Context: an optimization exercise on an open-source flow, tuned for small area, a short achievable clock period and few clock cycles per item. The choices shown serve that exercise and are no tape-out recipe. No run shown here included a check of the RTL's function; only the layout flow was run. Power is estimated from default activity; no workload was simulated.

<file path="design.v">
module fir (
    input  wire        ap_clk,
    input  wire        ap_rst,
    input  wire        ap_start,
    output wire        ap_done,
    output wire        ap_idle,
    output wire        ap_ready,
    output wire [31:0] y,
    output wire        y_ap_vld,
    output wire [3:0]  c_address0,
    output wire        c_ce0,
    input  wire [31:0] c_q0,
    input  wire [31:0] x
);
reg  [3:0]  cnt;       
reg  [3:0]  ph;        
reg  [3:0]  nvalid;    
reg         done_q;
reg         clr;       
reg  [31:0] ring [0:9];
reg  [31:0] c_reg;
reg  [15:0] bone, btwo, bneg;
reg  [31:0] acc_s, acc_c;
wire busy_rd = (cnt <= 4'd10);
wire ld_ring = (cnt >= 4'd1) && (cnt <= 4'd10);
assign ap_idle    = ~ap_start;
assign ap_done    = done_q;
assign ap_ready   = done_q;
assign y_ap_vld   = done_q;
assign c_ce0      = ap_start & busy_rd;
assign c_address0 = (cnt == 4'd10) ? 4'd0 : ((ph == 4'd9) ? 4'd1 : ph + 4'd2);
always @(posedge ap_clk) begin
    if (ap_rst) begin
        cnt    <= 4'd0;
        done_q <= 1'b0;
        clr    <= 1'b0;
        ph     <= 4'd0;
        nvalid <= 4'd0;
    end else begin
        if (cnt == 4'd0)
            cnt <= {3'd0, ap_start};
        else if (cnt == 4'd13)
            cnt <= 4'd0;
        else
            cnt <= cnt + 4'd1;
        done_q <= (cnt == 4'd12);
        clr    <= (cnt == 4'd1);
        if (done_q) begin
            ph <= (ph >= 4'd8) ? ph - 4'd8 : ph + 4'd2;
            if (nvalid != 4'd10)
                nvalid <= nvalid + 4'd1;
        end else begin
            ph <= (ph == 4'd9) ? 4'd0 : ph + 4'd1;
        end
    end
end
integer r;
always @(posedge ap_clk) begin
    for (r = 0; r < 9; r = r + 1)
        ring[r] <= ring[r + 1];
    ring[9] <= (ld_ring && ph == 4'd9) ? x : ring[0];
end
wire [31:0] dsel = (cnt == 4'd11) ? x : ((ph < nvalid) ? ring[0] : 32'd0);
wire [32:0] dx   = {dsel, 1'b0};
integer g;
always @(posedge ap_clk) begin
    c_reg <= c_q0;
    for (g = 0; g < 16; g = g + 1) begin
        bone[g] <= (dx[2*g+1] ^ dx[2*g]);
        btwo[g] <= ((dx[2*g+2] & ~dx[2*g+1] & ~dx[2*g]) | (~dx[2*g+2] & dx[2*g+1] & dx[2*g]));
        bneg[g] <= dx[2*g+2];
    end
end
wire [31:0] pp0 = ((c_reg[31:0] & {32{bone[0]}}) | ({c_reg[30:0], 1'b0} & {32{btwo[0]}})) ^ {32{bneg[0]}};
wire [29:0] pp1 = ((c_reg[29:0] & {30{bone[1]}}) | ({c_reg[28:0], 1'b0} & {30{btwo[1]}})) ^ {30{bneg[1]}};
wire [27:0] pp2 = ((c_reg[27:0] & {28{bone[2]}}) | ({c_reg[26:0], 1'b0} & {28{btwo[2]}})) ^ {28{bneg[2]}};
wire [25:0] pp3 = ((c_reg[25:0] & {26{bone[3]}}) | ({c_reg[24:0], 1'b0} & {26{btwo[3]}})) ^ {26{bneg[3]}};
wire [23:0] pp4 = ((c_reg[23:0] & {24{bone[4]}}) | ({c_reg[22:0], 1'b0} & {24{btwo[4]}})) ^ {24{bneg[4]}};
wire [21:0] pp5 = ((c_reg[21:0] & {22{bone[5]}}) | ({c_reg[20:0], 1'b0} & {22{btwo[5]}})) ^ {22{bneg[5]}};
wire [19:0] pp6 = ((c_reg[19:0] & {20{bone[6]}}) | ({c_reg[18:0], 1'b0} & {20{btwo[6]}})) ^ {20{bneg[6]}};
wire [17:0] pp7 = ((c_reg[17:0] & {18{bone[7]}}) | ({c_reg[16:0], 1'b0} & {18{btwo[7]}})) ^ {18{bneg[7]}};
wire [15:0] pp8 = ((c_reg[15:0] & {16{bone[8]}}) | ({c_reg[14:0], 1'b0} & {16{btwo[8]}})) ^ {16{bneg[8]}};
wire [13:0] pp9 = ((c_reg[13:0] & {14{bone[9]}}) | ({c_reg[12:0], 1'b0} & {14{btwo[9]}})) ^ {14{bneg[9]}};
wire [11:0] pp10 = ((c_reg[11:0] & {12{bone[10]}}) | ({c_reg[10:0], 1'b0} & {12{btwo[10]}})) ^ {12{bneg[10]}};
wire [9:0] pp11 = ((c_reg[9:0] & {10{bone[11]}}) | ({c_reg[8:0], 1'b0} & {10{btwo[11]}})) ^ {10{bneg[11]}};
wire [7:0] pp12 = ((c_reg[7:0] & {8{bone[12]}}) | ({c_reg[6:0], 1'b0} & {8{btwo[12]}})) ^ {8{bneg[12]}};
wire [5:0] pp13 = ((c_reg[5:0] & {6{bone[13]}}) | ({c_reg[4:0], 1'b0} & {6{btwo[13]}})) ^ {6{bneg[13]}};
wire [3:0] pp14 = ((c_reg[3:0] & {4{bone[14]}}) | ({c_reg[2:0], 1'b0} & {4{btwo[14]}})) ^ {4{bneg[14]}};
wire [1:0] pp15 = ((c_reg[1:0] & {2{bone[15]}}) | ({c_reg[0:0], 1'b0} & {2{btwo[15]}})) ^ {2{bneg[15]}};
wire [31:0] sm = acc_s & {32{~clr}};
wire [31:0] cm = acc_c & {32{~clr}};
wire s_1 = bneg[0] ^ sm[0] ^ cm[0];
wire c_2 = (bneg[0] & sm[0]) | (cm[0] & (bneg[0] ^ sm[0]));
wire s_3 = sm[1] ^ cm[1] ^ pp0[1];
wire c_4 = (sm[1] & cm[1]) | (pp0[1] & (sm[1] ^ cm[1]));
wire s_5 = bneg[1] ^ sm[2] ^ cm[2];
wire c_6 = (bneg[1] & sm[2]) | (cm[2] & (bneg[1] ^ sm[2]));
wire s_7 = pp0[2] ^ pp1[0] ^ s_5;
wire c_8 = (pp0[2] & pp1[0]) | (s_5 & (pp0[2] ^ pp1[0]));
wire s_9 = sm[3] ^ cm[3] ^ pp0[3];
wire c_10 = (sm[3] & cm[3]) | (pp0[3] & (sm[3] ^ cm[3]));
wire s_11 = pp1[1] ^ c_6 ^ s_9;
wire c_12 = (pp1[1] & c_6) | (s_9 & (pp1[1] ^ c_6));
wire s_13 = bneg[2] ^ sm[4] ^ cm[4];
wire c_14 = (bneg[2] & sm[4]) | (cm[4] & (bneg[2] ^ sm[4]));
wire s_15 = pp0[4] ^ pp1[2] ^ pp2[0];
wire c_16 = (pp0[4] & pp1[2]) | (pp2[0] & (pp0[4] ^ pp1[2]));
wire s_17 = s_13 ^ c_10 ^ s_15;
wire c_18 = (s_13 & c_10) | (s_15 & (s_13 ^ c_10));
wire s_19 = sm[5] ^ cm[5] ^ pp0[5];
wire c_20 = (sm[5] & cm[5]) | (pp0[5] & (sm[5] ^ cm[5]));
wire s_21 = pp1[3] ^ pp2[1] ^ c_14;
wire c_22 = (pp1[3] & pp2[1]) | (c_14 & (pp1[3] ^ pp2[1]));
wire s_23 = c_16 ^ s_19 ^ s_21;
wire c_24 = (c_16 & s_19) | (s_21 & (c_16 ^ s_19));
wire s_25 = bneg[3] ^ sm[6] ^ cm[6];
wire c_26 = (bneg[3] & sm[6]) | (cm[6] & (bneg[3] ^ sm[6]));
wire s_27 = pp0[6] ^ pp1[4] ^ pp2[2];
wire c_28 = (pp0[6] & pp1[4]) | (pp2[2] & (pp0[6] ^ pp1[4]));
wire s_29 = pp3[0] ^ s_25 ^ c_20;
wire c_30 = (pp3[0] & s_25) | (c_20 & (pp3[0] ^ s_25));
wire s_31 = c_22 ^ s_27 ^ s_29;
wire c_32 = (c_22 & s_27) | (s_29 & (c_22 ^ s_27));
wire s_33 = sm[7] ^ cm[7] ^ pp0[7];
wire c_34 = (sm[7] & cm[7]) | (pp0[7] & (sm[7] ^ cm[7]));
wire s_35 = pp1[5] ^ pp2[3] ^ pp3[1];
wire c_36 = (pp1[5] & pp2[3]) | (pp3[1] & (pp1[5] ^ pp2[3]));
wire s_37 = c_26 ^ c_28 ^ s_33;
wire c_38 = (c_26 & c_28) | (s_33 & (c_26 ^ c_28));
wire s_39 = s_35 ^ c_30 ^ s_37;
wire c_40 = (s_35 & c_30) | (s_37 & (s_35 ^ c_30));
wire s_41 = bneg[4] ^ sm[8] ^ cm[8];
wire c_42 = (bneg[4] & sm[8]) | (cm[8] & (bneg[4] ^ sm[8]));
wire s_43 = pp0[8] ^ pp1[6] ^ pp2[4];
wire c_44 = (pp0[8] & pp1[6]) | (pp2[4] & (pp0[8] ^ pp1[6]));
wire s_45 = pp3[2] ^ pp4[0] ^ s_41;
wire c_46 = (pp3[2] & pp4[0]) | (s_41 & (pp3[2] ^ pp4[0]));
wire s_47 = c_34 ^ c_36 ^ s_43;
wire c_48 = (c_34 & c_36) | (s_43 & (c_34 ^ c_36));
wire s_49 = s_45 ^ c_38 ^ s_47;
wire c_50 = (s_45 & c_38) | (s_47 & (s_45 ^ c_38));
wire s_51 = sm[9] ^ cm[9] ^ pp0[9];
wire c_52 = (sm[9] & cm[9]) | (pp0[9] & (sm[9] ^ cm[9]));
wire s_53 = pp1[7] ^ pp2[5] ^ pp3[3];
wire c_54 = (pp1[7] & pp2[5]) | (pp3[3] & (pp1[7] ^ pp2[5]));
wire s_55 = pp4[1] ^ c_42 ^ c_44;
wire c_56 = (pp4[1] & c_42) | (c_44 & (pp4[1] ^ c_42));
wire s_57 = s_51 ^ s_53 ^ c_46;
wire c_58 = (s_51 & s_53) | (c_46 & (s_51 ^ s_53));
wire s_59 = c_48 ^ s_55 ^ s_57;
wire c_60 = (c_48 & s_55) | (s_57 & (c_48 ^ s_55));
wire s_61 = bneg[5] ^ sm[10] ^ cm[10];
wire c_62 = (bneg[5] & sm[10]) | (cm[10] & (bneg[5] ^ sm[10]));
wire s_63 = pp0[10] ^ pp1[8] ^ pp2[6];
wire c_64 = (pp0[10] & pp1[8]) | (pp2[6] & (pp0[10] ^ pp1[8]));
wire s_65 = pp3[4] ^ pp4[2] ^ pp5[0];
wire c_66 = (pp3[4] & pp4[2]) | (pp5[0] & (pp3[4] ^ pp4[2]));
wire s_67 = s_61 ^ c_52 ^ c_54;
wire c_68 = (s_61 & c_52) | (c_54 & (s_61 ^ c_52));
wire s_69 = s_63 ^ s_65 ^ c_56;
wire c_70 = (s_63 & s_65) | (c_56 & (s_63 ^ s_65));
wire s_71 = s_67 ^ c_58 ^ s_69;
wire c_72 = (s_67 & c_58) | (s_69 & (s_67 ^ c_58));
wire s_73 = sm[11] ^ cm[11] ^ pp0[11];
wire c_74 = (sm[11] & cm[11]) | (pp0[11] & (sm[11] ^ cm[11]));
wire s_75 = pp1[9] ^ pp2[7] ^ pp3[5];
wire c_76 = (pp1[9] & pp2[7]) | (pp3[5] & (pp1[9] ^ pp2[7]));
wire s_77 = pp4[3] ^ pp5[1] ^ c_62;
wire c_78 = (pp4[3] & pp5[1]) | (c_62 & (pp4[3] ^ pp5[1]));
wire s_79 = c_64 ^ c_66 ^ s_73;
wire c_80 = (c_64 & c_66) | (s_73 & (c_64 ^ c_66));
wire s_81 = s_75 ^ s_77 ^ c_68;
wire c_82 = (s_75 & s_77) | (c_68 & (s_75 ^ s_77));
wire s_83 = s_79 ^ c_70 ^ s_81;
wire c_84 = (s_79 & c_70) | (s_81 & (s_79 ^ c_70));
wire s_85 = bneg[6] ^ sm[12] ^ cm[12];
wire c_86 = (bneg[6] & sm[12]) | (cm[12] & (bneg[6] ^ sm[12]));
wire s_87 = pp0[12] ^ pp1[10] ^ pp2[8];
wire c_88 = (pp0[12] & pp1[10]) | (pp2[8] & (pp0[12] ^ pp1[10]));
wire s_89 = pp3[6] ^ pp4[4] ^ pp5[2];
wire c_90 = (pp3[6] & pp4[4]) | (pp5[2] & (pp3[6] ^ pp4[4]));
wire s_91 = pp6[0] ^ s_85 ^ c_74;
wire c_92 = (pp6[0] & s_85) | (c_74 & (pp6[0] ^ s_85));
wire s_93 = c_76 ^ c_78 ^ s_87;
wire c_94 = (c_76 & c_78) | (s_87 & (c_76 ^ c_78));
wire s_95 = s_89 ^ c_80 ^ s_91;
wire c_96 = (s_89 & c_80) | (s_91 & (s_89 ^ c_80));
wire s_97 = s_93 ^ c_82 ^ s_95;
wire c_98 = (s_93 & c_82) | (s_95 & (s_93 ^ c_82));
wire s_99 = sm[13] ^ cm[13] ^ pp0[13];
wire c_100 = (sm[13] & cm[13]) | (pp0[13] & (sm[13] ^ cm[13]));
wire s_101 = pp1[11] ^ pp2[9] ^ pp3[7];
wire c_102 = (pp1[11] & pp2[9]) | (pp3[7] & (pp1[11] ^ pp2[9]));
wire s_103 = pp4[5] ^ pp5[3] ^ pp6[1];
wire c_104 = (pp4[5] & pp5[3]) | (pp6[1] & (pp4[5] ^ pp5[3]));
wire s_105 = c_86 ^ c_88 ^ c_90;
wire c_106 = (c_86 & c_88) | (c_90 & (c_86 ^ c_88));
wire s_107 = s_99 ^ s_101 ^ s_103;
wire c_108 = (s_99 & s_101) | (s_103 & (s_99 ^ s_101));
wire s_109 = c_92 ^ c_94 ^ s_105;
wire c_110 = (c_92 & c_94) | (s_105 & (c_92 ^ c_94));
wire s_111 = s_107 ^ c_96 ^ s_109;
wire c_112 = (s_107 & c_96) | (s_109 & (s_107 ^ c_96));
wire s_113 = bneg[7] ^ sm[14] ^ cm[14];
wire c_114 = (bneg[7] & sm[14]) | (cm[14] & (bneg[7] ^ sm[14]));
wire s_115 = pp0[14] ^ pp1[12] ^ pp2[10];
wire c_116 = (pp0[14] & pp1[12]) | (pp2[10] & (pp0[14] ^ pp1[12]));
wire s_117 = pp3[8] ^ pp4[6] ^ pp5[4];
wire c_118 = (pp3[8] & pp4[6]) | (pp5[4] & (pp3[8] ^ pp4[6]));
wire s_119 = pp6[2] ^ pp7[0] ^ s_113;
wire c_120 = (pp6[2] & pp7[0]) | (s_113 & (pp6[2] ^ pp7[0]));
wire s_121 = c_100 ^ c_102 ^ c_104;
wire c_122 = (c_100 & c_102) | (c_104 & (c_100 ^ c_102));
wire s_123 = s_115 ^ s_117 ^ s_119;
wire c_124 = (s_115 & s_117) | (s_119 & (s_115 ^ s_117));
wire s_125 = c_106 ^ c_108 ^ s_121;
wire c_126 = (c_106 & c_108) | (s_121 & (c_106 ^ c_108));
wire s_127 = s_123 ^ c_110 ^ s_125;
wire c_128 = (s_123 & c_110) | (s_125 & (s_123 ^ c_110));
wire s_129 = sm[15] ^ cm[15] ^ pp0[15];
wire c_130 = (sm[15] & cm[15]) | (pp0[15] & (sm[15] ^ cm[15]));
wire s_131 = pp1[13] ^ pp2[11] ^ pp3[9];
wire c_132 = (pp1[13] & pp2[11]) | (pp3[9] & (pp1[13] ^ pp2[11]));
wire s_133 = pp4[7] ^ pp5[5] ^ pp6[3];
wire c_134 = (pp4[7] & pp5[5]) | (pp6[3] & (pp4[7] ^ pp5[5]));
wire s_135 = pp7[1] ^ c_114 ^ c_116;
wire c_136 = (pp7[1] & c_114) | (c_116 & (pp7[1] ^ c_114));
wire s_137 = c_118 ^ s_129 ^ s_131;
wire c_138 = (c_118 & s_129) | (s_131 & (c_118 ^ s_129));
wire s_139 = s_133 ^ c_120 ^ c_122;
wire c_140 = (s_133 & c_120) | (c_122 & (s_133 ^ c_120));
wire s_141 = s_135 ^ s_137 ^ c_124;
wire c_142 = (s_135 & s_137) | (c_124 & (s_135 ^ s_137));
wire s_143 = s_139 ^ c_126 ^ s_141;
wire c_144 = (s_139 & c_126) | (s_141 & (s_139 ^ c_126));
wire s_145 = bneg[8] ^ sm[16] ^ cm[16];
wire c_146 = (bneg[8] & sm[16]) | (cm[16] & (bneg[8] ^ sm[16]));
wire s_147 = pp0[16] ^ pp1[14] ^ pp2[12];
wire c_148 = (pp0[16] & pp1[14]) | (pp2[12] & (pp0[16] ^ pp1[14]));
wire s_149 = pp3[10] ^ pp4[8] ^ pp5[6];
wire c_150 = (pp3[10] & pp4[8]) | (pp5[6] & (pp3[10] ^ pp4[8]));
wire s_151 = pp6[4] ^ pp7[2] ^ pp8[0];
wire c_152 = (pp6[4] & pp7[2]) | (pp8[0] & (pp6[4] ^ pp7[2]));
wire s_153 = s_145 ^ c_130 ^ c_132;
wire c_154 = (s_145 & c_130) | (c_132 & (s_145 ^ c_130));
wire s_155 = c_134 ^ s_147 ^ s_149;
wire c_156 = (c_134 & s_147) | (s_149 & (c_134 ^ s_147));
wire s_157 = s_151 ^ c_136 ^ c_138;
wire c_158 = (s_151 & c_136) | (c_138 & (s_151 ^ c_136));
wire s_159 = s_153 ^ s_155 ^ c_140;
wire c_160 = (s_153 & s_155) | (c_140 & (s_153 ^ s_155));
wire s_161 = s_157 ^ c_142 ^ s_159;
wire c_162 = (s_157 & c_142) | (s_159 & (s_157 ^ c_142));
wire s_163 = sm[17] ^ cm[17] ^ pp0[17];
wire c_164 = (sm[17] & cm[17]) | (pp0[17] & (sm[17] ^ cm[17]));
wire s_165 = pp1[15] ^ pp2[13] ^ pp3[11];
wire c_166 = (pp1[15] & pp2[13]) | (pp3[11] & (pp1[15] ^ pp2[13]));
wire s_167 = pp4[9] ^ pp5[7] ^ pp6[5];
wire c_168 = (pp4[9] & pp5[7]) | (pp6[5] & (pp4[9] ^ pp5[7]));
wire s_169 = pp7[3] ^ pp8[1] ^ c_146;
wire c_170 = (pp7[3] & pp8[1]) | (c_146 & (pp7[3] ^ pp8[1]));
wire s_171 = c_148 ^ c_150 ^ c_152;
wire c_172 = (c_148 & c_150) | (c_152 & (c_148 ^ c_150));
wire s_173 = s_163 ^ s_165 ^ s_167;
wire c_174 = (s_163 & s_165) | (s_167 & (s_163 ^ s_165));
wire s_175 = s_169 ^ c_154 ^ c_156;
wire c_176 = (s_169 & c_154) | (c_156 & (s_169 ^ c_154));
wire s_177 = s_171 ^ s_173 ^ c_158;
wire c_178 = (s_171 & s_173) | (c_158 & (s_171 ^ s_173));
wire s_179 = s_175 ^ c_160 ^ s_177;
wire c_180 = (s_175 & c_160) | (s_177 & (s_175 ^ c_160));
wire s_181 = bneg[9] ^ sm[18] ^ cm[18];
wire c_182 = (bneg[9] & sm[18]) | (cm[18] & (bneg[9] ^ sm[18]));
wire s_183 = pp0[18] ^ pp1[16] ^ pp2[14];
wire c_184 = (pp0[18] & pp1[16]) | (pp2[14] & (pp0[18] ^ pp1[16]));
wire s_185 = pp3[12] ^ pp4[10] ^ pp5[8];
wire c_186 = (pp3[12] & pp4[10]) | (pp5[8] & (pp3[12] ^ pp4[10]));
wire s_187 = pp6[6] ^ pp7[4] ^ pp8[2];
wire c_188 = (pp6[6] & pp7[4]) | (pp8[2] & (pp6[6] ^ pp7[4]));
wire s_189 = pp9[0] ^ s_181 ^ c_164;
wire c_190 = (pp9[0] & s_181) | (c_164 & (pp9[0] ^ s_181));
wire s_191 = c_166 ^ c_168 ^ c_170;
wire c_192 = (c_166 & c_168) | (c_170 & (c_166 ^ c_168));
wire s_193 = s_183 ^ s_185 ^ s_187;
wire c_194 = (s_183 & s_185) | (s_187 & (s_183 ^ s_185));
wire s_195 = c_172 ^ c_174 ^ s_189;
wire c_196 = (c_172 & c_174) | (s_189 & (c_172 ^ c_174));
wire s_197 = s_191 ^ s_193 ^ c_176;
wire c_198 = (s_191 & s_193) | (c_176 & (s_191 ^ s_193));
wire s_199 = s_195 ^ c_178 ^ s_197;
wire c_200 = (s_195 & c_178) | (s_197 & (s_195 ^ c_178));
wire s_201 = sm[19] ^ cm[19] ^ pp0[19];
wire c_202 = (sm[19] & cm[19]) | (pp0[19] & (sm[19] ^ cm[19]));
wire s_203 = pp1[17] ^ pp2[15] ^ pp3[13];
wire c_204 = (pp1[17] & pp2[15]) | (pp3[13] & (pp1[17] ^ pp2[15]));
wire s_205 = pp4[11] ^ pp5[9] ^ pp6[7];
wire c_206 = (pp4[11] & pp5[9]) | (pp6[7] & (pp4[11] ^ pp5[9]));
wire s_207 = pp7[5] ^ pp8[3] ^ pp9[1];
wire c_208 = (pp7[5] & pp8[3]) | (pp9[1] & (pp7[5] ^ pp8[3]));
wire s_209 = c_182 ^ c_184 ^ c_186;
wire c_210 = (c_182 & c_184) | (c_186 & (c_182 ^ c_184));
wire s_211 = c_188 ^ s_201 ^ s_203;
wire c_212 = (c_188 & s_201) | (s_203 & (c_188 ^ s_201));
wire s_213 = s_205 ^ s_207 ^ c_190;
wire c_214 = (s_205 & s_207) | (c_190 & (s_205 ^ s_207));
wire s_215 = c_192 ^ c_194 ^ s_209;
wire c_216 = (c_192 & c_194) | (s_209 & (c_192 ^ c_194));
wire s_217 = s_211 ^ s_213 ^ c_196;
wire c_218 = (s_211 & s_213) | (c_196 & (s_211 ^ s_213));
wire s_219 = s_215 ^ c_198 ^ s_217;
wire c_220 = (s_215 & c_198) | (s_217 & (s_215 ^ c_198));
wire s_221 = bneg[10] ^ sm[20] ^ cm[20];
wire c_222 = (bneg[10] & sm[20]) | (cm[20] & (bneg[10] ^ sm[20]));
wire s_223 = pp0[20] ^ pp1[18] ^ pp2[16];
wire c_224 = (pp0[20] & pp1[18]) | (pp2[16] & (pp0[20] ^ pp1[18]));
wire s_225 = pp3[14] ^ pp4[12] ^ pp5[10];
wire c_226 = (pp3[14] & pp4[12]) | (pp5[10] & (pp3[14] ^ pp4[12]));
wire s_227 = pp6[8] ^ pp7[6] ^ pp8[4];
wire c_228 = (pp6[8] & pp7[6]) | (pp8[4] & (pp6[8] ^ pp7[6]));
wire s_229 = pp9[2] ^ pp10[0] ^ s_221;
wire c_230 = (pp9[2] & pp10[0]) | (s_221 & (pp9[2] ^ pp10[0]));
wire s_231 = c_202 ^ c_204 ^ c_206;
wire c_232 = (c_202 & c_204) | (c_206 & (c_202 ^ c_204));
wire s_233 = c_208 ^ s_223 ^ s_225;
wire c_234 = (c_208 & s_223) | (s_225 & (c_208 ^ s_223));
wire s_235 = s_227 ^ s_229 ^ c_210;
wire c_236 = (s_227 & s_229) | (c_210 & (s_227 ^ s_229));
wire s_237 = c_212 ^ s_231 ^ s_233;
wire c_238 = (c_212 & s_231) | (s_233 & (c_212 ^ s_231));
wire s_239 = c_214 ^ s_235 ^ c_216;
wire c_240 = (c_214 & s_235) | (c_216 & (c_214 ^ s_235));
wire s_241 = s_237 ^ c_218 ^ s_239;
wire c_242 = (s_237 & c_218) | (s_239 & (s_237 ^ c_218));
wire s_243 = sm[21] ^ cm[21] ^ pp0[21];
wire c_244 = (sm[21] & cm[21]) | (pp0[21] & (sm[21] ^ cm[21]));
wire s_245 = pp1[19] ^ pp2[17] ^ pp3[15];
wire c_246 = (pp1[19] & pp2[17]) | (pp3[15] & (pp1[19] ^ pp2[17]));
wire s_247 = pp4[13] ^ pp5[11] ^ pp6[9];
wire c_248 = (pp4[13] & pp5[11]) | (pp6[9] & (pp4[13] ^ pp5[11]));
wire s_249 = pp7[7] ^ pp8[5] ^ pp9[3];
wire c_250 = (pp7[7] & pp8[5]) | (pp9[3] & (pp7[7] ^ pp8[5]));
wire s_251 = pp10[1] ^ c_222 ^ c_224;
wire c_252 = (pp10[1] & c_222) | (c_224 & (pp10[1] ^ c_222));
wire s_253 = c_226 ^ c_228 ^ s_243;
wire c_254 = (c_226 & c_228) | (s_243 & (c_226 ^ c_228));
wire s_255 = s_245 ^ s_247 ^ s_249;
wire c_256 = (s_245 & s_247) | (s_249 & (s_245 ^ s_247));
wire s_257 = c_230 ^ c_232 ^ c_234;
wire c_258 = (c_230 & c_232) | (c_234 & (c_230 ^ c_232));
wire s_259 = s_251 ^ s_253 ^ s_255;
wire c_260 = (s_251 & s_253) | (s_255 & (s_251 ^ s_253));
wire s_261 = c_236 ^ s_257 ^ c_238;
wire c_262 = (c_236 & s_257) | (c_238 & (c_236 ^ s_257));
wire s_263 = s_259 ^ c_240 ^ s_261;
wire c_264 = (s_259 & c_240) | (s_261 & (s_259 ^ c_240));
wire s_265 = bneg[11] ^ sm[22] ^ cm[22];
wire c_266 = (bneg[11] & sm[22]) | (cm[22] & (bneg[11] ^ sm[22]));
wire s_267 = pp0[22] ^ pp1[20] ^ pp2[18];
wire c_268 = (pp0[22] & pp1[20]) | (pp2[18] & (pp0[22] ^ pp1[20]));
wire s_269 = pp3[16] ^ pp4[14] ^ pp5[12];
wire c_270 = (pp3[16] & pp4[14]) | (pp5[12] & (pp3[16] ^ pp4[14]));
wire s_271 = pp6[10] ^ pp7[8] ^ pp8[6];
wire c_272 = (pp6[10] & pp7[8]) | (pp8[6] & (pp6[10] ^ pp7[8]));
wire s_273 = pp9[4] ^ pp10[2] ^ pp11[0];
wire c_274 = (pp9[4] & pp10[2]) | (pp11[0] & (pp9[4] ^ pp10[2]));
wire s_275 = s_265 ^ c_244 ^ c_246;
wire c_276 = (s_265 & c_244) | (c_246 & (s_265 ^ c_244));
wire s_277 = c_248 ^ c_250 ^ s_267;
wire c_278 = (c_248 & c_250) | (s_267 & (c_248 ^ c_250));
wire s_279 = s_269 ^ s_271 ^ s_273;
wire c_280 = (s_269 & s_271) | (s_273 & (s_269 ^ s_271));
wire s_281 = c_252 ^ c_254 ^ c_256;
wire c_282 = (c_252 & c_254) | (c_256 & (c_252 ^ c_254));
wire s_283 = s_275 ^ s_277 ^ s_279;
wire c_284 = (s_275 & s_277) | (s_279 & (s_275 ^ s_277));
wire s_285 = c_258 ^ s_281 ^ c_260;
wire c_286 = (c_258 & s_281) | (c_260 & (c_258 ^ s_281));
wire s_287 = s_283 ^ c_262 ^ s_285;
wire c_288 = (s_283 & c_262) | (s_285 & (s_283 ^ c_262));
wire s_289 = sm[23] ^ cm[23] ^ pp0[23];
wire c_290 = (sm[23] & cm[23]) | (pp0[23] & (sm[23] ^ cm[23]));
wire s_291 = pp1[21] ^ pp2[19] ^ pp3[17];
wire c_292 = (pp1[21] & pp2[19]) | (pp3[17] & (pp1[21] ^ pp2[19]));
wire s_293 = pp4[15] ^ pp5[13] ^ pp6[11];
wire c_294 = (pp4[15] & pp5[13]) | (pp6[11] & (pp4[15] ^ pp5[13]));
wire s_295 = pp7[9] ^ pp8[7] ^ pp9[5];
wire c_296 = (pp7[9] & pp8[7]) | (pp9[5] & (pp7[9] ^ pp8[7]));
wire s_297 = pp10[3] ^ pp11[1] ^ c_266;
wire c_298 = (pp10[3] & pp11[1]) | (c_266 & (pp10[3] ^ pp11[1]));
wire s_299 = c_268 ^ c_270 ^ c_272;
wire c_300 = (c_268 & c_270) | (c_272 & (c_268 ^ c_270));
wire s_301 = c_274 ^ s_289 ^ s_291;
wire c_302 = (c_274 & s_289) | (s_291 & (c_274 ^ s_289));
wire s_303 = s_293 ^ s_295 ^ s_297;
wire c_304 = (s_293 & s_295) | (s_297 & (s_293 ^ s_295));
wire s_305 = c_276 ^ c_278 ^ c_280;
wire c_306 = (c_276 & c_278) | (c_280 & (c_276 ^ c_278));
wire s_307 = s_299 ^ s_301 ^ s_303;
wire c_308 = (s_299 & s_301) | (s_303 & (s_299 ^ s_301));
wire s_309 = c_282 ^ s_305 ^ c_284;
wire c_310 = (c_282 & s_305) | (c_284 & (c_282 ^ s_305));
wire s_311 = s_307 ^ c_286 ^ s_309;
wire c_312 = (s_307 & c_286) | (s_309 & (s_307 ^ c_286));
wire s_313 = bneg[12] ^ sm[24] ^ cm[24];
wire c_314 = (bneg[12] & sm[24]) | (cm[24] & (bneg[12] ^ sm[24]));
wire s_315 = pp0[24] ^ pp1[22] ^ pp2[20];
wire c_316 = (pp0[24] & pp1[22]) | (pp2[20] & (pp0[24] ^ pp1[22]));
wire s_317 = pp3[18] ^ pp4[16] ^ pp5[14];
wire c_318 = (pp3[18] & pp4[16]) | (pp5[14] & (pp3[18] ^ pp4[16]));
wire s_319 = pp6[12] ^ pp7[10] ^ pp8[8];
wire c_320 = (pp6[12] & pp7[10]) | (pp8[8] & (pp6[12] ^ pp7[10]));
wire s_321 = pp9[6] ^ pp10[4] ^ pp11[2];
wire c_322 = (pp9[6] & pp10[4]) | (pp11[2] & (pp9[6] ^ pp10[4]));
wire s_323 = pp12[0] ^ s_313 ^ c_290;
wire c_324 = (pp12[0] & s_313) | (c_290 & (pp12[0] ^ s_313));
wire s_325 = c_292 ^ c_294 ^ c_296;
wire c_326 = (c_292 & c_294) | (c_296 & (c_292 ^ c_294));
wire s_327 = c_298 ^ s_315 ^ s_317;
wire c_328 = (c_298 & s_315) | (s_317 & (c_298 ^ s_315));
wire s_329 = s_319 ^ s_321 ^ c_300;
wire c_330 = (s_319 & s_321) | (c_300 & (s_319 ^ s_321));
wire s_331 = c_302 ^ s_323 ^ s_325;
wire c_332 = (c_302 & s_323) | (s_325 & (c_302 ^ s_323));
wire s_333 = c_304 ^ s_327 ^ c_306;
wire c_334 = (c_304 & s_327) | (c_306 & (c_304 ^ s_327));
wire s_335 = s_329 ^ s_331 ^ c_308;
wire c_336 = (s_329 & s_331) | (c_308 & (s_329 ^ s_331));
wire s_337 = s_333 ^ c_310 ^ s_335;
wire c_338 = (s_333 & c_310) | (s_335 & (s_333 ^ c_310));
wire s_339 = sm[25] ^ cm[25] ^ pp0[25];
wire c_340 = (sm[25] & cm[25]) | (pp0[25] & (sm[25] ^ cm[25]));
wire s_341 = pp1[23] ^ pp2[21] ^ pp3[19];
wire c_342 = (pp1[23] & pp2[21]) | (pp3[19] & (pp1[23] ^ pp2[21]));
wire s_343 = pp4[17] ^ pp5[15] ^ pp6[13];
wire c_344 = (pp4[17] & pp5[15]) | (pp6[13] & (pp4[17] ^ pp5[15]));
wire s_345 = pp7[11] ^ pp8[9] ^ pp9[7];
wire c_346 = (pp7[11] & pp8[9]) | (pp9[7] & (pp7[11] ^ pp8[9]));
wire s_347 = pp10[5] ^ pp11[3] ^ pp12[1];
wire c_348 = (pp10[5] & pp11[3]) | (pp12[1] & (pp10[5] ^ pp11[3]));
wire s_349 = c_314 ^ c_316 ^ c_318;
wire c_350 = (c_314 & c_316) | (c_318 & (c_314 ^ c_316));
wire s_351 = c_320 ^ c_322 ^ s_339;
wire c_352 = (c_320 & c_322) | (s_339 & (c_320 ^ c_322));
wire s_353 = s_341 ^ s_343 ^ s_345;
wire c_354 = (s_341 & s_343) | (s_345 & (s_341 ^ s_343));
wire s_355 = s_347 ^ c_324 ^ c_326;
wire c_356 = (s_347 & c_324) | (c_326 & (s_347 ^ c_324));
wire s_357 = c_328 ^ s_349 ^ s_351;
wire c_358 = (c_328 & s_349) | (s_351 & (c_328 ^ s_349));
wire s_359 = s_353 ^ c_330 ^ s_355;
wire c_360 = (s_353 & c_330) | (s_355 & (s_353 ^ c_330));
wire s_361 = c_332 ^ s_357 ^ c_334;
wire c_362 = (c_332 & s_357) | (c_334 & (c_332 ^ s_357));
wire s_363 = s_359 ^ c_336 ^ s_361;
wire c_364 = (s_359 & c_336) | (s_361 & (s_359 ^ c_336));
wire s_365 = bneg[13] ^ sm[26] ^ cm[26];
wire c_366 = (bneg[13] & sm[26]) | (cm[26] & (bneg[13] ^ sm[26]));
wire s_367 = pp0[26] ^ pp1[24] ^ pp2[22];
wire c_368 = (pp0[26] & pp1[24]) | (pp2[22] & (pp0[26] ^ pp1[24]));
wire s_369 = pp3[20] ^ pp4[18] ^ pp5[16];
wire c_370 = (pp3[20] & pp4[18]) | (pp5[16] & (pp3[20] ^ pp4[18]));
wire s_371 = pp6[14] ^ pp7[12] ^ pp8[10];
wire c_372 = (pp6[14] & pp7[12]) | (pp8[10] & (pp6[14] ^ pp7[12]));
wire s_373 = pp9[8] ^ pp10[6] ^ pp11[4];
wire c_374 = (pp9[8] & pp10[6]) | (pp11[4] & (pp9[8] ^ pp10[6]));
wire s_375 = pp12[2] ^ pp13[0] ^ s_365;
wire c_376 = (pp12[2] & pp13[0]) | (s_365 & (pp12[2] ^ pp13[0]));
wire s_377 = c_340 ^ c_342 ^ c_344;
wire c_378 = (c_340 & c_342) | (c_344 & (c_340 ^ c_342));
wire s_379 = c_346 ^ c_348 ^ s_367;
wire c_380 = (c_346 & c_348) | (s_367 & (c_346 ^ c_348));
wire s_381 = s_369 ^ s_371 ^ s_373;
wire c_382 = (s_369 & s_371) | (s_373 & (s_369 ^ s_371));
wire s_383 = s_375 ^ c_350 ^ c_352;
wire c_384 = (s_375 & c_350) | (c_352 & (s_375 ^ c_350));
wire s_385 = c_354 ^ s_377 ^ s_379;
wire c_386 = (c_354 & s_377) | (s_379 & (c_354 ^ s_377));
wire s_387 = s_381 ^ c_356 ^ s_383;
wire c_388 = (s_381 & c_356) | (s_383 & (s_381 ^ c_356));
wire s_389 = c_358 ^ s_385 ^ c_360;
wire c_390 = (c_358 & s_385) | (c_360 & (c_358 ^ s_385));
wire s_391 = s_387 ^ c_362 ^ s_389;
wire c_392 = (s_387 & c_362) | (s_389 & (s_387 ^ c_362));
wire s_393 = sm[27] ^ cm[27] ^ pp0[27];
wire c_394 = (sm[27] & cm[27]) | (pp0[27] & (sm[27] ^ cm[27]));
wire s_395 = pp1[25] ^ pp2[23] ^ pp3[21];
wire c_396 = (pp1[25] & pp2[23]) | (pp3[21] & (pp1[25] ^ pp2[23]));
wire s_397 = pp4[19] ^ pp5[17] ^ pp6[15];
wire c_398 = (pp4[19] & pp5[17]) | (pp6[15] & (pp4[19] ^ pp5[17]));
wire s_399 = pp7[13] ^ pp8[11] ^ pp9[9];
wire c_400 = (pp7[13] & pp8[11]) | (pp9[9] & (pp7[13] ^ pp8[11]));
wire s_401 = pp10[7] ^ pp11[5] ^ pp12[3];
wire c_402 = (pp10[7] & pp11[5]) | (pp12[3] & (pp10[7] ^ pp11[5]));
wire s_403 = pp13[1] ^ c_366 ^ c_368;
wire c_404 = (pp13[1] & c_366) | (c_368 & (pp13[1] ^ c_366));
wire s_405 = c_370 ^ c_372 ^ c_374;
wire c_406 = (c_370 & c_372) | (c_374 & (c_370 ^ c_372));
wire s_407 = s_393 ^ s_395 ^ s_397;
wire c_408 = (s_393 & s_395) | (s_397 & (s_393 ^ s_395));
wire s_409 = s_399 ^ s_401 ^ c_376;
wire c_410 = (s_399 & s_401) | (c_376 & (s_399 ^ s_401));
wire s_411 = c_378 ^ c_380 ^ c_382;
wire c_412 = (c_378 & c_380) | (c_382 & (c_378 ^ c_380));
wire s_413 = s_403 ^ s_405 ^ s_407;
wire c_414 = (s_403 & s_405) | (s_407 & (s_403 ^ s_405));
wire s_415 = s_409 ^ c_384 ^ s_411;
wire c_416 = (s_409 & c_384) | (s_411 & (s_409 ^ c_384));
wire s_417 = c_386 ^ s_413 ^ c_388;
wire c_418 = (c_386 & s_413) | (c_388 & (c_386 ^ s_413));
wire s_419 = s_415 ^ c_390 ^ s_417;
wire c_420 = (s_415 & c_390) | (s_417 & (s_415 ^ c_390));
wire s_421 = bneg[14] ^ sm[28] ^ cm[28];
wire c_422 = (bneg[14] & sm[28]) | (cm[28] & (bneg[14] ^ sm[28]));
wire s_423 = pp0[28] ^ pp1[26] ^ pp2[24];
wire c_424 = (pp0[28] & pp1[26]) | (pp2[24] & (pp0[28] ^ pp1[26]));
wire s_425 = pp3[22] ^ pp4[20] ^ pp5[18];
wire c_426 = (pp3[22] & pp4[20]) | (pp5[18] & (pp3[22] ^ pp4[20]));
wire s_427 = pp6[16] ^ pp7[14] ^ pp8[12];
wire c_428 = (pp6[16] & pp7[14]) | (pp8[12] & (pp6[16] ^ pp7[14]));
wire s_429 = pp9[10] ^ pp10[8] ^ pp11[6];
wire c_430 = (pp9[10] & pp10[8]) | (pp11[6] & (pp9[10] ^ pp10[8]));
wire s_431 = pp12[4] ^ pp13[2] ^ pp14[0];
wire c_432 = (pp12[4] & pp13[2]) | (pp14[0] & (pp12[4] ^ pp13[2]));
wire s_433 = s_421 ^ c_394 ^ c_396;
wire c_434 = (s_421 & c_394) | (c_396 & (s_421 ^ c_394));
wire s_435 = c_398 ^ c_400 ^ c_402;
wire c_436 = (c_398 & c_400) | (c_402 & (c_398 ^ c_400));
wire s_437 = s_423 ^ s_425 ^ s_427;
wire c_438 = (s_423 & s_425) | (s_427 & (s_423 ^ s_425));
wire s_439 = s_429 ^ s_431 ^ c_404;
wire c_440 = (s_429 & s_431) | (c_404 & (s_429 ^ s_431));
wire s_441 = c_406 ^ c_408 ^ s_433;
wire c_442 = (c_406 & c_408) | (s_433 & (c_406 ^ c_408));
wire s_443 = s_435 ^ c_410 ^ s_437;
wire c_444 = (s_435 & c_410) | (s_437 & (s_435 ^ c_410));
wire s_445 = c_412 ^ s_439 ^ c_414;
wire c_446 = (c_412 & s_439) | (c_414 & (c_412 ^ s_439));
wire s_447 = s_441 ^ s_443 ^ c_416;
wire c_448 = (s_441 & s_443) | (c_416 & (s_441 ^ s_443));
wire s_449 = s_445 ^ c_418 ^ s_447;
wire c_450 = (s_445 & c_418) | (s_447 & (s_445 ^ c_418));
wire s_451 = sm[29] ^ cm[29] ^ pp0[29];
wire c_452 = (sm[29] & cm[29]) | (pp0[29] & (sm[29] ^ cm[29]));
wire s_453 = pp1[27] ^ pp2[25] ^ pp3[23];
wire c_454 = (pp1[27] & pp2[25]) | (pp3[23] & (pp1[27] ^ pp2[25]));
wire s_455 = pp4[21] ^ pp5[19] ^ pp6[17];
wire c_456 = (pp4[21] & pp5[19]) | (pp6[17] & (pp4[21] ^ pp5[19]));
wire s_457 = pp7[15] ^ pp8[13] ^ pp9[11];
wire c_458 = (pp7[15] & pp8[13]) | (pp9[11] & (pp7[15] ^ pp8[13]));
wire s_459 = pp10[9] ^ pp11[7] ^ pp12[5];
wire c_460 = (pp10[9] & pp11[7]) | (pp12[5] & (pp10[9] ^ pp11[7]));
wire s_461 = pp13[3] ^ pp14[1] ^ c_422;
wire c_462 = (pp13[3] & pp14[1]) | (c_422 & (pp13[3] ^ pp14[1]));
wire s_463 = c_424 ^ c_426 ^ c_428;
wire c_464 = (c_424 & c_426) | (c_428 & (c_424 ^ c_426));
wire s_465 = c_430 ^ c_432 ^ s_451;
wire c_466 = (c_430 & c_432) | (s_451 & (c_430 ^ c_432));
wire s_467 = s_453 ^ s_455 ^ s_457;
wire c_468 = (s_453 & s_455) | (s_457 & (s_453 ^ s_455));
wire s_469 = s_459 ^ s_461 ^ c_434;
wire c_470 = (s_459 & s_461) | (c_434 & (s_459 ^ s_461));
wire s_471 = c_436 ^ c_438 ^ s_463;
wire c_472 = (c_436 & c_438) | (s_463 & (c_436 ^ c_438));
wire s_473 = s_465 ^ s_467 ^ c_440;
wire c_474 = (s_465 & s_467) | (c_440 & (s_465 ^ s_467));
wire s_475 = s_469 ^ c_442 ^ c_444;
wire c_476 = (s_469 & c_442) | (c_444 & (s_469 ^ c_442));
wire s_477 = s_471 ^ s_473 ^ c_446;
wire c_478 = (s_471 & s_473) | (c_446 & (s_471 ^ s_473));
wire s_479 = s_475 ^ c_448 ^ s_477;
wire c_480 = (s_475 & c_448) | (s_477 & (s_475 ^ c_448));
wire s_481 = bneg[15] ^ sm[30] ^ cm[30];
wire c_482 = (bneg[15] & sm[30]) | (cm[30] & (bneg[15] ^ sm[30]));
wire s_483 = pp0[30] ^ pp1[28] ^ pp2[26];
wire c_484 = (pp0[30] & pp1[28]) | (pp2[26] & (pp0[30] ^ pp1[28]));
wire s_485 = pp3[24] ^ pp4[22] ^ pp5[20];
wire c_486 = (pp3[24] & pp4[22]) | (pp5[20] & (pp3[24] ^ pp4[22]));
wire s_487 = pp6[18] ^ pp7[16] ^ pp8[14];
wire c_488 = (pp6[18] & pp7[16]) | (pp8[14] & (pp6[18] ^ pp7[16]));
wire s_489 = pp9[12] ^ pp10[10] ^ pp11[8];
wire c_490 = (pp9[12] & pp10[10]) | (pp11[8] & (pp9[12] ^ pp10[10]));
wire s_491 = pp12[6] ^ pp13[4] ^ pp14[2];
wire c_492 = (pp12[6] & pp13[4]) | (pp14[2] & (pp12[6] ^ pp13[4]));
wire s_493 = pp15[0] ^ s_481 ^ c_452;
wire c_494 = (pp15[0] & s_481) | (c_452 & (pp15[0] ^ s_481));
wire s_495 = c_454 ^ c_456 ^ c_458;
wire c_496 = (c_454 & c_456) | (c_458 & (c_454 ^ c_456));
wire s_497 = c_460 ^ c_462 ^ s_483;
wire c_498 = (c_460 & c_462) | (s_483 & (c_460 ^ c_462));
wire s_499 = s_485 ^ s_487 ^ s_489;
wire c_500 = (s_485 & s_487) | (s_489 & (s_485 ^ s_487));
wire s_501 = s_491 ^ c_464 ^ c_466;
wire c_502 = (s_491 & c_464) | (c_466 & (s_491 ^ c_464));
wire s_503 = c_468 ^ s_493 ^ s_495;
wire c_504 = (c_468 & s_493) | (s_495 & (c_468 ^ s_493));
wire s_505 = s_497 ^ s_499 ^ c_470;
wire c_506 = (s_497 & s_499) | (c_470 & (s_497 ^ s_499));
wire s_507 = c_472 ^ s_501 ^ s_503;
wire c_508 = (c_472 & s_501) | (s_503 & (c_472 ^ s_501));
wire s_509 = c_474 ^ s_505 ^ c_476;
wire c_510 = (c_474 & s_505) | (c_476 & (c_474 ^ s_505));
wire s_511 = s_507 ^ c_478 ^ s_509;
wire c_512 = (s_507 & c_478) | (s_509 & (s_507 ^ c_478));
wire s_513 = sm[31] ^ cm[31];
wire s_514 = s_513 ^ pp0[31];
wire s_515 = pp1[29] ^ pp2[27];
wire s_516 = pp3[25] ^ pp4[23];
wire s_517 = pp5[21] ^ pp6[19];
wire s_518 = pp7[17] ^ pp8[15];
wire s_519 = pp9[13] ^ pp10[11];
wire s_520 = pp11[9] ^ pp12[7];
wire s_521 = pp13[5] ^ pp14[3];
wire s_522 = pp15[1] ^ c_482;
wire s_523 = s_514 ^ s_515;
wire s_524 = s_516 ^ s_517;
wire s_525 = s_518 ^ s_519;
wire s_526 = s_520 ^ s_521;
wire s_527 = s_522 ^ s_523;
wire s_528 = s_524 ^ s_525;
wire s_529 = s_526 ^ c_484;
wire s_530 = c_486 ^ c_488;
wire s_531 = c_490 ^ c_492;
wire s_532 = s_527 ^ s_528;
wire s_533 = s_529 ^ s_530;
wire s_534 = s_531 ^ s_532;
wire s_535 = s_533 ^ c_494;
wire s_536 = c_496 ^ c_498;
wire s_537 = c_500 ^ s_534;
wire s_538 = s_535 ^ s_536;
wire s_539 = s_537 ^ s_538;
wire s_540 = c_502 ^ c_504;
wire s_541 = s_539 ^ s_540;
wire s_542 = c_506 ^ s_541;
wire s_543 = c_508 ^ s_542;
wire s_544 = s_543 ^ c_510;
wire [31:0] nxt_s = {s_544, c_480, c_450, c_420, c_392, c_364, c_338, c_312, c_288, c_264, c_242, c_220, c_200, c_180, c_162, c_144, c_128, c_112, c_98, c_84, c_72, c_60, c_50, c_40, c_32, c_24, c_18, c_12, c_8, c_4, c_2, pp0[0]};
wire [31:0] nxt_c = {c_512, s_511, s_479, s_449, s_419, s_391, s_363, s_337, s_311, s_287, s_263, s_241, s_219, s_199, s_179, s_161, s_143, s_127, s_111, s_97, s_83, s_71, s_59, s_49, s_39, s_31, s_23, s_17, s_11, s_7, s_3, s_1};
wire [31:0] kg0 = acc_s & acc_c;
wire [31:0] kp0 = acc_s ^ acc_c;
wire [31:0] kg1 = kg0 | (kp0 & {kg0[30:0], 1'b0});
wire [31:0] kp1 = kp0 & {kp0[30:0], 1'b0};
wire [31:0] kg2 = kg1 | (kp1 & {kg1[29:0], 2'b0});
wire [31:0] kp2 = kp1 & {kp1[29:0], 2'b0};
wire [31:0] kg3 = kg2 | (kp2 & {kg2[27:0], 4'b0});
wire [31:0] kp3 = kp2 & {kp2[27:0], 4'b0};
wire [31:0] kg4 = kg3 | (kp3 & {kg3[23:0], 8'b0});
wire [31:0] kp4 = kp3 & {kp3[23:0], 8'b0};
wire [31:0] kg5 = kg4 | (kp4 & {kg4[15:0], 16'b0});
wire [31:0] kp5 = kp4 & {kp4[15:0], 16'b0};
assign y = kp0 ^ {kg5[30:0], 1'b0};
always @(posedge ap_clk) begin
    acc_s <= nxt_s;
    acc_c <= nxt_c;
end
endmodule
</file>
<file path="run.sh">
#!/bin/bash
# synth_recipe.tcl (not shown) runs the flow's synth.tcl, then flattens the netlist and writes it again
# the make line also repeats each setting of config.mk as NAME=value (left out here)
make -C /OpenROAD-flow-scripts/flow DESIGN_CONFIG=/design/flow/config.mk WORK_HOME=/design/flow/orfs CLKGATE_MAP_FILE= SYNTH_SCRIPT=/design/flow/synth_recipe.tcl finish
</file>
<file path="config.mk">
export PLATFORM = sky130hd
export DESIGN_NAME = fir
export DESIGN_NICKNAME = fir
export VERILOG_FILES = /design/flow/design.v
export SDC_FILE = /design/flow/constraint.sdc
export NUM_CORES = 4
export LEC_CHECK = 0
export ABC_CLOCK_PERIOD_IN_PS = 2500
export CAP_MARGIN = 20
export CORE_MARGIN = 2
export CORE_UTILIZATION = 55
export PLACE_DENSITY = 0.65
export SETUP_SLACK_MARGIN = 4.8
export SLEW_MARGIN = 20
</file>
<file path="constraint.sdc">
create_clock -name core_clock -period 8.5 [get_ports {ap_clk}]
set_input_delay 1.7000 -clock core_clock [delete_from_list [all_inputs] [get_ports {ap_clk}]]
set_output_delay 1.7000 -clock core_clock [all_outputs]
set_load 0.01 [all_outputs]
</file>
==> impl_metrics.yaml, run 1 <==
status:
  outcome: "complete, no violations"
critical_path:
  worst_path_dominant_cell_family: "compound AO/OA/AOI/OAI gates"
  start_kind: "register"
  cp-end-kind: "output port"
  cpMostUsedCell: "a21o_1"
  path_class: "reg -> out"
  crit_arrival_ps: 3210
  crit_start: "acc_s[9]"
  critPathBufInv: 2
  timing.rr.start: "btwo[0]"
  critical_path.max_fanout: 5
  cpPeakStageDelay_ps: 420
  required_ps: 6800
  path_cells: "ha_4 > a21oi_2 > and3b_1 > o21ai_1 > o21bai_4 > a21o_1 > a21o_1 > buf_4 > a2111o_1 > o311ai_2 > buf_2"
  slowest_stage: "a2111o_1"
floorplanning:
  initial_core_util: 0.560
  die_h_um: 214
  coreArea_sq_um: 43300
  rows: 76
  fp.dieArea_sq_um: 45700
  io-pin-count: 108
  die_w_um: 214
global_routing:
  grt_pass1_wl_um: 101000
  grt_max_degree: 34
  track_usage: 0.295
  grt_pass1_vias: 17400
  gr-total-overflow: 0
  antenna_found_initial: 1
routing:
  wl_um: 66000
  drc: 0
  drtAntennaViolNets: 0
  first_pass_iters: 9
  vias: 16700
  viasPerCell: 5.67
  detail_route.wl_per_cell_um: 22.4
  first_iter_violations: 1534
sta:
  setup_viol: 0
  post-route-period-util: 0.578
  post-route-min-period_ps: 4910
  skew_ps: 26.3
  tns_ps: 0
  slew_violations: 0
  hold_viol_final: 0
  hold_ws_ps: 311
  rsz0062_at_grt: "yes"
  fmax_mhz: 204
  tightestPinTransition_ps: 798
  slew_headroom: 0.468
  fin_ws_ps: 3590
synthesis:
  yosys_most_used_dff: "dfxtp_1"
  synthDominantCellAreaShare: 0.395
  ys_ff_latch: 478
  netlist_instances: 2162
  synth_nets: 2528
  ys_seq_area_frac: 0.395
  synthTopCellsByArea: "dfxtp_1, fa_1, a22oi_1, xor2_1, xnor2_1"
  async_flop_share: 0
  synth_area_leader_cell: "dfxtp_1"
  ys_types: 61
  synth_area_sq_um: 24200
  synth_edf_count: 0
  synth_most_common_cell: "dfxtp_1"
  ys_warn_count: 2
  synth_common_cells: "dfxtp_1, a22oi_1, fa_1"
  avgSynthCellArea_sq_um: 11.2
cts:
  cts_tree: "done"
  h-tree-depth: 2
  cts_buffers: 46
  clk_pin_slew_ps: 60
  clk_latency_ps: 580
  cts_sinks: 478
  cts_buffer_depth: 3
  cts_root_buf: "clkbuf_16"
pwr:
  p_per_area_nw_per_um2: 178
  vdd_drop_max_mv: 0.182
  p_leak_nw: 11.7
cells_and_area:
  fin_nets: 2695
  area_growth_pct: 27.1
  largest_reg_flops: 320
  nFillCells: 2976
  post-route-util: 0.711
  regMostFlops: "ring"
  final_layout_size_suffix_gt1_frac: 0.303
place:
  place_hpwl_um: 41300
  io_buffers: 107
  gp_congestion: 0.881
  dpl_worst_slack_ps: 3710
hold_path:
  hp-class: "reg -> reg"
  hold_start: "ring[3][4]"
run:
  maxCapViolations: 0
-- layout make-up --
cell class	instances	area, sq um	area share
multi-input combinational	1306	14800	0.479
sequential	478	9740	0.317
timing repair buffer	272	3220	0.104
clock buffer	59	1260	0.0409
inverter	225	861	0.0280
tap	585	732	0.0238
clock inverter	23	211	0.00687
antenna	1	2.50	0.0000813
-- stage by stage --
| step | area (sq um) | power [mW] | instances |
|---|---|---|---|
| after floorplan | 24900 | 3.05 | 2162 |
| after global placement | 26000 | 3.39 | 2738 |
| after detailed placement | 26000 | 3.41 | 2738 |
| after CTS | 29900 | 5.47 | 2912 |
| after global routing | 30800 | 5.73 | 2949 |
| final | 30800 | 5.48 | 2949 |
-- logic make-up (layout without fill, tap and decap cells) --
logic type / count (synthesis) / count (layout) / share of synthesized area
AOI/OAI and AO/OA: 403 / 403 / 0.122
xor gates and xnor gates: 350 / 350 / 0.127
adders and majority gates: 299 / 299 / 0.234
buffers and inverters: 378 / 579 / 0.0600
DFF: 478 / 478 / 0.395
muxes: 34 / 34 / 0.0157
other: 0 / 1 / 0
and+or+nand+nor: 220 / 220 / 0.0470
-- where the power goes --
part	switching, mW	internal (mW)	total [mW]
clock network	0.865	1.12	1.98
registers	0.101	2.34	2.44
logic	0.557	0.507	1.06
-- cells in the final DEF, fill, tap and decap left out, types with 27 or more instances in the layout --
cell type / instances
inv_2: 43
nand2_1: 49
fa_1: 157
nand2b_1: 37
xnor2_1: 158
mux2_2: 32
buf_4: 80
nor2_1: 32
xor2_1: 163
clkbuf_16: 46
clkdlybuf4s50_1: 69
a22oi_1: 198
dfxtp_2: 42
inv_1: 179
buf_12: 34
dfxtp_4: 32
buf_2: 29
buf_6: 27
a22oi_2: 73
dfxtp_1: 404
fa_2: 100
-- metal layers --
| metal | wire (um) | part of all wire | track usage | vias up |
|---|---|---|---|---|
| li1 | - | - | - | 7385 |
| met1 | 25800 | 0.39 | 0.374 | 8315 |
| met2 | 31100 | 0.47 | 0.474 | 781 |
| met3 | 5430 | 0.082 | 0.0636 | 246 |
| met4 | 3630 | 0.055 | 0.159 | 0 |
| met5 | 0 | 0 | 0 | - |
-- worst reg2reg max path, delay by kind of cell (launching register included) --
family / cells / cell delay (ps)
compound gates: 1 / 220
xor+xnor: 1 / 140
fa+ha+maj: 6 / 2490
buf+inv: 7 / 690
flops: 1 / 350
-- path summary, 6_finish.rpt --
path	to	slack [ps]	cells past startpoint
setup / recovery	y[18]	3590	11
hold / removal	ring[2][4]	310	0
setup reg to reg	acc_c[26]	4490	15
hold reg to reg	ring[2][4]	310	0
-- timing repair --
action                                  in CTS  in global routing
endpoints found under the setup margin      69                 59
pin swaps                                  123                149
hold buffers                                 0                  0
gates resized for setup                    500                165
gates cloned                                20                  0
buffers inserted                            72                 36
==> run 2, diff against run 1 <==
--- a/config.mk
+++ b/config.mk
@@ -5,7 +5,7 @@
 export SDC_FILE = /design/flow/constraint.sdc
 export NUM_CORES = 4
 export LEC_CHECK = 0
-export ABC_CLOCK_PERIOD_IN_PS = 2500
+export ABC_CLOCK_PERIOD_IN_PS = 3500
 export CAP_MARGIN = 20
 export CORE_MARGIN = 2
 export CORE_UTILIZATION = 55
==> run 2 against run 1 <==
Still clean on timing, DRC and antenna. Hold slack stayed put. Via count stayed put. Combinational power hardly changed. Critical path type unchanged.
==> impl_metrics.yaml, run 2 <==
cells_and_area:
  finalNonFillerCells: 2949
  regMostFlops: "ring"
  mostFrequentLayoutCell: "dfxtp_1"
  area_growth_pct: 27.1
  final_layout_size_suffix_gt1_frac: 0.303
  fin_nets: 2695
  largest_reg_flops: 320
  most-common-layout-cells: "dfxtp_1, a22oi_1, inv_1"
  final_area_sq_um: 30800
  post-route-util: 0.711
global_routing:
  track_usage: 0.295
  grtUsageMet1: 0.374
  grt_pass1_vias: 17400
  grt_pass1_wl_um: 101000
  antenna_found_initial: 1
  met3_usage: 0.0636
  grt_max_degree: 34
  gr-max-usage-layer: "met2"
  grtUsageMet2: 0.474
  gr-total-overflow: 0
synthesis:
  synth_area_sq_um: 24200
  synth_area_leader_cell: "dfxtp_1"
  async_flop_share: 0
  avgSynthCellArea_sq_um: 11.2
  synth_nets: 2528
  synth_common_cells: "dfxtp_1, a22oi_1, fa_1"
  synth_edf_count: 0
  ys_warn_count: 2
  ys_ff_latch: 478
  synthTopCellsByArea: "dfxtp_1, fa_1, a22oi_1, xor2_1, xnor2_1"
  yosys_most_used_dff: "dfxtp_1"
  ys_types: 61
  synthDominantCellAreaShare: 0.395
  netlist_instances: 2162
  ys_seq_area_frac: 0.395
  synth_most_common_cell: "dfxtp_1"
status:
  outcome: "complete, no violations"
cts:
  cts_buffers: 46
  cts_root_buf: "clkbuf_16"
  cts_tree: "done"
  cts_sinks: 478
  clk_pin_slew_ps: 60
  hold_buffers: 0
  cts_buffer_depth: 3
  h-tree-depth: 2
  clk_latency_ps: 580
sta:
  tightestPinTransition_ps: 798
  hold_viol_final: 0
  skew_ps: 26.3
  slew_headroom: 0.468
  post-route-min-period_ps: 4910
  fmax_mhz: 204
  rsz0062_at_grt: "yes"
  tns_ps: 0
  setup_viol: 0
  fin_ws_ps: 3590
  slew_violations: 0
  hold_ws_ps: 311
  post-route-period-util: 0.578
floorplanning:
  die_h_um: 214
  coreArea_sq_um: 43300
  rows: 76
  fp.dieArea_sq_um: 45700
  die_w_um: 214
  io-pin-count: 108
  initial_core_util: 0.560
routing:
  drc: 0
  vias: 16700
  first_iter_violations: 1534
  wl_um: 66000
  detail_route.wl_per_cell_um: 22.4
  viasPerCell: 5.67
  drtAntennaViolNets: 0
  first_pass_iters: 9
pwr:
  p_per_area_nw_per_um2: 178
  p_int_mw: 3.96
  switching_share: 0.278
  power_mw: 5.48
  p_seq_frac: 0.444
  vdd_drop_max_mv: 0.182
  power.switching_mw: 1.52
  pwr-share-comb: 0.194
  p_leak_nw: 11.7
  pwr-share-clk: 0.362
critical_path:
  worst_path_dominant_cell_family: "compound AO/OA/AOI/OAI gates"
  critPathBufInv: 2
  crit_arrival_ps: 3210
  path_cells: "ha_4 > a21oi_2 > and3b_1 > o21ai_1 > o21bai_4 > a21o_1 > a21o_1 > buf_4 > a2111o_1 > o311ai_2 > buf_2"
  cp-end-kind: "output port"
  cpMostUsedCell: "a21o_1"
  start_kind: "register"
  required_ps: 6800
  critical_path.max_fanout: 5
  path_class: "reg -> out"
  slowest_stage: "a2111o_1"
  cpPeakStageDelay_ps: 420
place:
  gp_congestion: 0.881
  io_buffers: 107
  place_hpwl_um: 41300
  dpl_worst_slack_ps: 3710
  placed_cells: 2738
  place_area_sq_um: 26000
run:
  maxCapViolations: 0
hold_path:
  hp-class: "reg -> reg"
run 2: cell counts after synthesis:
Identical to the previous run, type by type.
run 2: layout make-up:
type | count | area (sq um)
repair buffers | 272 | 3220
clock buffers | 59 | 1260
fillers | 2976 | 12500
well taps | 585 | 732
multi-input cells | 1306 | 14800
flip-flops and latches | 478 | 9740
inverters | 225 | 861
clock inverters | 23 | 211
diodes | 1 | 2.50
run 2: power groups by stage:
| stage | logic [mW] | clock network (mW) | registers, mW |
|---|---|---|---|
| 6_report | 1.06 | 1.98 | 2.44 |
| 5_1_grt | 1.17 | 2.12 | 2.45 |
| 4_1_cts | 1.01 | 2.02 | 2.43 |
| 3_5_place_dp | 0.949 | 0 | 2.46 |
| 3_3_place_gp | 0.933 | 0 | 2.46 |
| 2_1_floorplan | 0.621 | 0 | 2.43 |
run 2: cells by family (layout without fill, tap and decap cells):
logic type                 after synthesis  after routing  synth area share
buffers and inverters                  378            579            0.0600
xor gates and xnor gates               350            350             0.127
adders and majority gates              299            299             0.234
other                                    0              1                 0
DFF                                    478            478             0.395
and+or+nand+nor                        220            220            0.0470
AOI/OAI and AO/OA                      403            403             0.122
muxes                                   34             34            0.0157
run 2: worst paths after layout:
| kind | endpoint | slack, ps | cells past startpoint | from |
|---|---|---|---|---|
| worst max-delay path | y[18] | 3590 | 11 | acc_s[9] |
| worst min-delay path | ring[2][4] | 310 | 0 | ring[3][4] |
| worst max register to register | acc_c[26] | 4490 | 15 | btwo[0] |
| worst min register to register | ring[2][4] | 310 | 0 | ring[3][4] |
run 2: what timing repair did:
item                                    CTS  global route
endpoints found under the setup margin   69            59
pin swaps                               123           149
resized for setup                       500           165
endpoints found under the hold margin     0             0
setup buffers                            72            36
cloned                                   20             0
run 2: layer usage:
layer,wire length [um],share of wire,vias up
li1,-,-,7385
met1,25800,0.39,8315
met2,31100,0.47,781
met3,5430,0.082,246
met4,3630,0.055,0
met5,0,0,-

-- static timing again, ports no longer ideal --
The flow's constraints put no driver on any port. The routed layouts listed below were extracted and timed again, unchanged, in two steps.
Step 1 sets driving cells, clkbuf_16 on the clock port and buf_2 on the other inputs (assumed; they add their load-dependent delay and slew).
Step 2 moves the port delays by t, midway between the first and last clock arrival at a register: inputs arrive t later, outputs are due t later. That takes back most of the time a late clock gives input paths.
Slacks: no drivers / after step 1 / after step 2; pairs: no drivers / after step 1.
run	shift t [ns]	slack for setup (ns)	worst setup path at the end	worst register clock-pin slew, ns
run 1	0.620	3.586 / 3.530 / 4.150	register to output	0.07 / 0.07
run 2	0.620	3.586 / 3.530 / 4.150	register to output	0.07 / 0.07
After both steps setup and hold are still met in every run listed.
